What follows belongs to an exercise in optimizing a design on an open flow for small area, a short achievable clock period and few clock cycles; a production flow would make more cautious choices. RTL that was checked went through simulation tests only; none was proved equivalent to the original.

## old
Design matrix_vector_mul_fp, start of the top module:
module matrix_vector_mul_fp #(
    parameter int M = 2,
    parameter int N = 4
)(
    input  logic              clk,
    input  logic              rst,
    input  logic              start,
    input  logic [M*N*32-1:0] matrix,
    input  logic [N*32-1:0]   vector,
    output logic [M*32-1:0]   result,
    output logic              done
);
Settings: LEC_CHECK=0, CAP_MARGIN=20, CORE_MARGIN=2, CORE_UTILIZATION=50, SLEW_MARGIN=20, SYNTH_HIERARCHICAL=1; clock period 30.0 ns.
standard.sh (not shown) runs the stock make flow with config.mk's settings and CLKGATE_MAP_FILE= SYNTH_SCRIPT=/design/flow/synth_recipe.tcl, a recipe that flattens the netlist after the stock synthesis.
==> flow/flow/run.sh <==
#!/bin/bash
# The standard layout with two changes to synthesis and to timing repair:
# synthesis runs flow/synth.tcl (the standard flow's script, with ABC mapping by
# flow/abc_map.script, which does no buffering or sizing), and timing repair
# aims for 15.25 ns of setup slack, with buf_4 cells as the port buffers.
# make's output goes to synth.log and layout.log, each step's tool output
# to the ORFS logs under orfs/logs.
set -e
export FLOW_ABC_SCRIPT=$PWD/flow/abc_map.script
bash standard.sh SYNTH_SCRIPT=$PWD/flow/synth.tcl synth > synth.log 2>&1
bash standard.sh SETUP_SLACK_MARGIN=15.25 BUFFER_PORTS_ARGS="-buffer_cell sky130_fd_sc_hd__buf_4" finish > layout.log 2>&1
==> flow/flow/abc_map.script <==
&get -n
&st
&dch
&nf
&st
&syn2
&if -g -K 6
&synch2
&nf
&st
&syn2
&if -g -K 6
&synch2
&nf
&st
&syn2
&if -g -K 6
&synch2
&nf
&st
&syn2
&if -g -K 6
&synch2
&nf
&st
&syn2
&if -g -K 6
&synch2
&nf
&put
topo
stime -c
==> flow/flow/synth.tcl <==
# The standard flow's synthesis script (synth_recipe.tcl) with one change: ABC maps with
# flow/abc_map.script, which leaves out the buffering and sizing steps of
# the standard ABC script (the resizer does those after placement).
proc synth {args} { yosys synth -nofsm -noshare {*}$args }
proc abc {args} {
  set i [lsearch -exact $args -script]
  if { $i >= 0 } {
    lset args [expr {$i + 1}] $::env(FLOW_ABC_SCRIPT)
  }
  yosys abc {*}$args
}
source $::env(SCRIPTS_DIR)/synth.tcl
# left out here: clear keep_hierarchy, flatten, clean up, hide names made inside functions, write 1_2_yosys.v
old | stages: all done | timing, DRC, antenna: all pass
Testbench counts of old, summed over its fixed seeds: cycles 32,000.
What new does differently from old at the input level:
- CORE_UTILIZATION: 50 -> 40
Results
In terms of post-route clock period utilization, old and new differ only marginally.
For the wire length of the first global-routing pass, new came in 3.4% higher than old did.
Minimum clock period delta (new − old): unfavourable
old -> new: number of post-CTS setup repair buffers decreased by a few percent
The run showing the smaller final cell count without fillers is old.
Looking only at worst setup slack, and setting everything else aside, the lower value of old and new goes to new.
Compared with old, in new number of well taps rose 1103; die area went up 0.082 sq mm; estimated wirelength of the detail-placed design moved up.


== P ==
matrix_vector_mul_fp, a different RTL version from the one above (not shown whole).
For scale: ~450 I/O pins.
export LEC_CHECK = 0
export CAP_MARGIN = 20
export CORE_MARGIN = 2
export CORE_UTILIZATION = 40
export SLEW_MARGIN = 20
export SYNTH_HIERARCHICAL = 1
create_clock -name core_clock -period 30.0 [get_ports {clk}]
run.sh (not shown) runs the stock make flow with config.mk's settings and CLKGATE_MAP_FILE= SYNTH_SCRIPT=/design/flow/synth_recipe.tcl, a recipe that flattens the netlist after the stock synthesis.
Stock flow here: none of the scripts above is used.
P reached the end of the flow, and the finished layout is clean on the timing, DRC and antenna checks.
Testbench counts of P, summed over its fixed seeds: cycles 32,000.
Relative to P, the following input files were edited for Q:
==> flow/flow/run.sh (new file) <==
#!/bin/bash
# The standard layout, with the buffers of synthesis removed at floorplan
# (the resizer buffers the nets again, with placement known), timing repair
# aiming for 16 ns of setup slack, and buf_4 cells as the port buffers.
# make's output goes to standard.log, each step's tool output to the ORFS
# logs under orfs/logs.
bash standard.sh REMOVE_ABC_BUFFERS=1 SETUP_SLACK_MARGIN=16 BUFFER_PORTS_ARGS="-buffer_cell sky130_fd_sc_hd__buf_4" finish > standard.log 2>&1
==> flow/standard.sh (new file) <==
#!/bin/bash
# synth_recipe.tcl (not shown) runs the flow's synth.tcl, then flattens the netlist and writes it again
# the make line also repeats each setting of config.mk as NAME=value (left out here)
make -C /OpenROAD-flow-scripts/flow DESIGN_CONFIG=/design/flow/config.mk WORK_HOME=/design/flow/orfs CLKGATE_MAP_FILE= SYNTH_SCRIPT=/design/flow/synth_recipe.tcl "${@:-finish}"
removed: flow/run.sh
--- outcome ---
Q reports a lower largest driver fanout on the critical path than P does.
[compare] base=P new=Q: wire length of the first global-routing pass climbed about 7%, total wirelength of the detailed-routed design climbed 8.7%, via count of the routed design climbed 9381.
Cmp Q vs P: synthesis-to-finish area growth higher in Q
Between P and Q, the slack of the critical path is higher for Q.
Diff P and Q: smallest hold slack higher in P
Q vs. P: final-layout fill cell count has decreased, met3 routing resource usage after global routing increased by 3.6 points relative to the old numbers.
Of P and Q, P shows the lower final design instance area without fill, with Q above it.


the reference run:
matrix_vector_mul_fp, a different RTL version from the one above (not shown whole).
Size in the first run: ~17000 cells after synthesis, ~450 I/O pins, about 0.16 mm² of cells after synthesis.
==> flow/config.mk <==
export PLATFORM = sky130hd
export DESIGN_NAME = matrix_vector_mul_fp
export DESIGN_NICKNAME = matrix_vector_mul_fp
export VERILOG_FILES = /design/flow/design.v
export SDC_FILE = /design/flow/constraint.sdc
export NUM_CORES = 8
export LEC_CHECK = 0
export CAP_MARGIN = 20
export CORE_MARGIN = 2
export CORE_UTILIZATION = 40
export SLEW_MARGIN = 20
export SYNTH_HIERARCHICAL = 1
==> flow/constraint.sdc <==
create_clock -name core_clock -period 30.0 [get_ports {clk}]
set_input_delay 6.0000 -clock core_clock [delete_from_list [all_inputs] [get_ports {clk}]]
set_output_delay 6.0000 -clock core_clock [all_outputs]
set_load 0.01 [all_outputs]
standard.sh (not shown) runs the stock make flow with config.mk's settings and CLKGATE_MAP_FILE= SYNTH_SCRIPT=/design/flow/synth_recipe.tcl, a recipe that flattens the netlist after the stock synthesis.
==> flow/flow/run.sh <==
#!/bin/bash
# The standard layout with two changes to synthesis and to timing repair:
# synthesis runs flow/synth.tcl (the standard flow's script, with ABC mapping by
# flow/abc_map.script, which does no buffering or sizing), and timing repair
# aims for 15.5 ns of setup slack, with buf_4 cells as the port buffers.
# make's output goes to synth.log and layout.log, each step's tool output
# to the ORFS logs under orfs/logs.
set -e
export FLOW_ABC_SCRIPT=$PWD/flow/abc_map.script
bash standard.sh SYNTH_SCRIPT=$PWD/flow/synth.tcl synth > synth.log 2>&1
bash standard.sh SETUP_SLACK_MARGIN=15.5 BUFFER_PORTS_ARGS="-buffer_cell sky130_fd_sc_hd__buf_4" finish > layout.log 2>&1
Scripts as last shown in full above: flow/flow/abc_map.script, flow/flow/synth.tcl
diff inputs: the reference run => the trial run
--- a/flow/flow/run.sh
+++ b/flow/flow/run.sh
@@ -5 +5 @@
-# aims for 15.5 ns of setup slack, with buf_4 cells as the port buffers.
+# aims for 15 ns of setup slack, with buf_4 cells as the port buffers.
@@ -11 +11 @@
-bash standard.sh SETUP_SLACK_MARGIN=15.5 BUFFER_PORTS_ARGS="-buffer_cell sky130_fd_sc_hd__buf_4" finish > layout.log 2>&1
+bash standard.sh SETUP_SLACK_MARGIN=15 BUFFER_PORTS_ARGS="-buffer_cell sky130_fd_sc_hd__buf_4" finish > layout.log 2>&1
Results
On sequential share of layout area, the reference run and the trial run are neck and neck. Summary — number of antenna violations at the first check in global routing, the trial run relative to the reference run: higher, by 22. Post-CTS setup buffer count in the trial run is 85 lower than in the reference run. Relative to the reference run, the met1 wire length of the trial run is lower by 4.1%. Lower core occupancy in the finished layout was reported by the trial run, not the reference run.
No run of this note included a check of the RTL's function; only the layout flow was run.


Another version of the RTL of matrix_vector_mul_fp (not shown whole).
export LEC_CHECK = 0
export CAP_MARGIN = 20
export CORE_MARGIN = 2
export CORE_UTILIZATION = 50
export SLEW_MARGIN = 20
export SYNTH_HIERARCHICAL = 1
create_clock -name core_clock -period 30.0 [get_ports {clk}]
==> flow/flow/run.sh <==
#!/bin/bash
# The standard layout with two changes to synthesis and to timing repair:
# synthesis runs flow/synth.tcl (the standard flow's script, with ABC mapping by
# flow/abc_map.script, which does no buffering or sizing), and timing repair
# aims for 15.25 ns of setup slack, with buf_2 cells as the port buffers.
# make's output goes to synth.log and layout.log, each step's tool output
# to the ORFS logs under orfs/logs.
set -e
export FLOW_ABC_SCRIPT=$PWD/flow/abc_map.script
export FLOW_ABC_AREA_SCRIPT=$PWD/flow/abc_area.script
bash standard.sh SYNTH_SCRIPT=$PWD/flow/synth.tcl synth > synth.log 2>&1
bash standard.sh SETUP_SLACK_MARGIN=15.25 BUFFER_PORTS_ARGS="-buffer_cell sky130_fd_sc_hd__buf_2" finish > layout.log 2>&1
==> flow/flow/abc_area.script <==
strash
dch
amap
topo
==> flow/flow/synth.tcl <==
# The standard flow's synthesis script (synth_recipe.tcl) with one change: ABC maps with
# flow/abc_map.script, which leaves out the buffering and sizing steps of
# the standard ABC script (the resizer does those after placement), except
# for the exponent-compare modules fp_add_exp_cases, fp_add_exp_cases_fast
# and fp_add2_dist, whose inputs come early: those it maps for area with
# flow/abc_area.script, and without adder cells.
proc synth {args} { yosys synth -nofsm -noshare {*}$args }
proc abc {args} {
  set i [lsearch -exact $args -script]
  set speed $args
  set area $args
  if { $i >= 0 } {
    lset speed [expr {$i + 1}] $::env(FLOW_ABC_SCRIPT)
    lset area [expr {$i + 1}] $::env(FLOW_ABC_AREA_SCRIPT)
  }
  # the exponent compares have time to spare: map them for area
  yosys abc {*}$area fp_add_exp_cases fp_add_exp_cases_fast fp_add2_dist
  yosys abc {*}$speed * fp_add_exp_cases fp_add_exp_cases_fast fp_add2_dist %u %u %d
}
proc extract_fa {args} {
  yosys extract_fa {*}$args * fp_add_exp_cases fp_add_exp_cases_fast fp_add2_dist %u %u %d
}
source $::env(SCRIPTS_DIR)/synth.tcl
# left out here: clear keep_hierarchy, flatten, clean up, hide names made inside functions, write 1_2_yosys.v
Scripts as last shown in full above: flow/flow/abc_map.script
The baseline went through all stages and came out clean.
Testbench counts at the start, summed over its fixed seeds: cycles 32,000.
Rerun with:
==> flow/flow/run.sh (replaced) <==
#!/bin/bash
# The standard layout with two changes to synthesis and to timing repair:
# synthesis runs flow/synth.tcl (the standard flow's script, with ABC mapping by
# flow/abc_map.script, which does no buffering or sizing), and timing repair
# aims for 15.35 ns of setup slack, with buf_2 cells as the port buffers.
# make's output goes to synth.log and layout.log, each step's tool output
# to the ORFS logs under orfs/logs.
set -e
export FLOW_ABC_SCRIPT=$PWD/flow/abc_map.script
bash standard.sh SYNTH_SCRIPT=$PWD/flow/synth.tcl synth > synth.log 2>&1
bash standard.sh SETUP_SLACK_MARGIN=15.35 BUFFER_PORTS_ARGS="-buffer_cell sky130_fd_sc_hd__buf_2" finish > layout.log 2>&1
==> flow/flow/synth.tcl (replaced) <==
# The standard flow's synthesis script (synth_recipe.tcl) with one change: ABC maps with
# flow/abc_map.script, which leaves out the buffering and sizing steps of
# the standard ABC script (the resizer does those after placement).
proc synth {args} { yosys synth -nofsm -noshare {*}$args }
proc abc {args} {
  set i [lsearch -exact $args -script]
  if { $i >= 0 } {
    lset args [expr {$i + 1}] $::env(FLOW_ABC_SCRIPT)
  }
  yosys abc {*}$args
}
source $::env(SCRIPTS_DIR)/synth.tcl
# left out here: clear keep_hierarchy, flatten, clean up, hide names made inside functions, write 1_2_yosys.v
removed: flow/flow/abc_area.script
Die area goes up by about 2.2%.
Via count goes up by 3.4%.
Worst setup slack improves by 0.13 ns.
Flip-flop and latch count does not change.
Non-clock buffer count goes up by 104.
Worst hold slack improves by 0.027 ns.
Rerun with:
==> flow/flow/run.sh (replaced) <==
#!/bin/bash
# The standard layout with two changes to synthesis and to timing repair:
# synthesis runs flow/synth.tcl (the standard flow's script, with ABC mapping by
# flow/abc_map.script, which does no buffering or sizing), and timing repair
# aims for 15.25 ns of setup slack, with buf_2 cells as the port buffers.
# make's output goes to synth.log and layout.log, each step's tool output
# to the ORFS logs under orfs/logs.
set -e
export FLOW_ABC_SCRIPT=$PWD/flow/abc_map.script
bash standard.sh SYNTH_SCRIPT=$PWD/flow/synth.tcl synth > synth.log 2>&1
bash standard.sh SETUP_SLACK_MARGIN=15.25 BUFFER_PORTS_ARGS="-buffer_cell sky130_fd_sc_hd__buf_2" finish > layout.log 2>&1
- PLACE_DENSITY: unset -> 0.7
Outcome: The new run completed without violations; hold slack degrades by 0.0052 ns; synthesized cell count is unchanged.
Rerun with:
==> flow/flow/run.sh (replaced) <==
#!/bin/bash
# The standard layout with two changes to synthesis and to timing repair:
# synthesis runs flow/synth.tcl (the standard flow's script, with ABC mapping by
# flow/abc_map.script, which does no buffering or sizing), and timing repair
# aims for 15.5 ns of setup slack, with buf_2 cells as the port buffers.
# make's output goes to synth.log and layout.log, each step's tool output
# to the ORFS logs under orfs/logs.
set -e
export FLOW_ABC_SCRIPT=$PWD/flow/abc_map.script
bash standard.sh SYNTH_SCRIPT=$PWD/flow/synth.tcl synth > synth.log 2>&1
bash standard.sh SETUP_SLACK_MARGIN=15.5 BUFFER_PORTS_ARGS="-buffer_cell sky130_fd_sc_hd__buf_2" finish > layout.log 2>&1
- PLACE_DENSITY: 0.7 -> unset
=> Routed wire length is higher by 5.9%; synthesized cell count does not change; area after synthesis does not change; non-clock buffer count is higher by 128.
Rerun with:
==> flow/flow/run.sh (replaced) <==
#!/bin/bash
# The standard layout with two changes to synthesis and to timing repair:
# synthesis runs flow/synth.tcl (the standard flow's script, with ABC mapping by
# flow/abc_map.script, which does no buffering or sizing), and timing repair
# aims for 15.25 ns of setup slack, with buf_2 cells as the port buffers.
# make's output goes to synth.log and layout.log, each step's tool output
# to the ORFS logs under orfs/logs.
set -e
export FLOW_ABC_SCRIPT=$PWD/flow/abc_map.script
bash standard.sh SYNTH_SCRIPT=$PWD/flow/synth.tcl synth > synth.log 2>&1
bash standard.sh SETUP_SLACK_MARGIN=15.25 BUFFER_PORTS_ARGS="-buffer_cell sky130_fd_sc_hd__buf_2" finish > layout.log 2>&1
The new run completed without violations.
Non-clock buffer count shrinks by 110.
Worst setup slack is worse by 0.19 ns.
First-iteration DRC count goes down by 5.8%.
Rerun with:
- CORE_UTILIZATION: 50 -> 55
Effect: Sequential cell count is unchanged. Routed wire length came out higher slightly. Global-route usage came out higher by 4.0 points. Utilization came out higher by 5.2 points. Area after synthesis does not change. Non-clock buffer count came out lower by 1. Design area is about the same. Die area came out lower by roughly a tenth. Worst setup slack is about the same.

## what the ideal ports hide
The results above use ideal ports. As a check the final layouts listed here were re-extracted and re-timed, cells and wires unchanged. Step 1, drivers: a clkbuf_16 drives clk and a buf_2 each remaining input, both assumed. Step 2 also shifts input and output timing later by t, the mid clock arrival at the registers, as if the neighbouring blocks saw the same clock. Three values: ideal, step 1, step 2; two values: the first two.
| run | t, ns | setup slack, ns | hold slack, ns |
|---|---|---|---|
| old | 0.676 | 15.443 / 15.439 / 14.763 | 5.201 / 5.151 / 5.827 |
| new | 0.680 | 15.418 / 15.415 / 14.735 | 5.200 / 5.149 / 5.829 |
| P | 0.698 | 10.224 / 10.129 / 10.826 | 5.500 / 5.428 / 6.125 |
| Q | 0.732 | 14.469 / 14.362 / 14.066 | 5.156 / 5.072 / 5.805 |
| the reference run | 0.716 | 15.535 / 15.455 / 14.947 | 5.177 / 5.119 / 5.835 |
| the trial run | 0.682 | 15.198 / 15.198 / 14.515 | 5.198 / 5.147 / 5.829 |
| the first run of note 4 | 0.689 | 15.406 / 15.296 / 14.607 | 5.183 / 5.126 / 5.815 |
| the second run of note 4 | 0.665 | 15.541 / 15.358 / 14.693 | 5.210 / 5.158 / 5.823 |
| the third run of note 4 | 0.700 | 15.386 / 15.379 / 14.680 | 5.205 / 5.147 / 5.846 |
| the fourth run of note 4 | 0.667 | 15.625 / 15.525 / 14.858 | 5.224 / 5.176 / 5.843 |
| the fifth run of note 4 | 0.698 | 15.439 / 15.417 / 14.719 | 5.173 / 5.115 / 5.813 |
| the sixth run of note 4 | 0.672 | 15.437 / 15.357 / 14.685 | 5.212 / 5.155 / 5.827 |
After both steps every run listed still meets setup and hold. For the second run of note 4, which loses most, drivers alone change the setup slack by -0.183 ns; drivers and shift together by -0.848 ns.
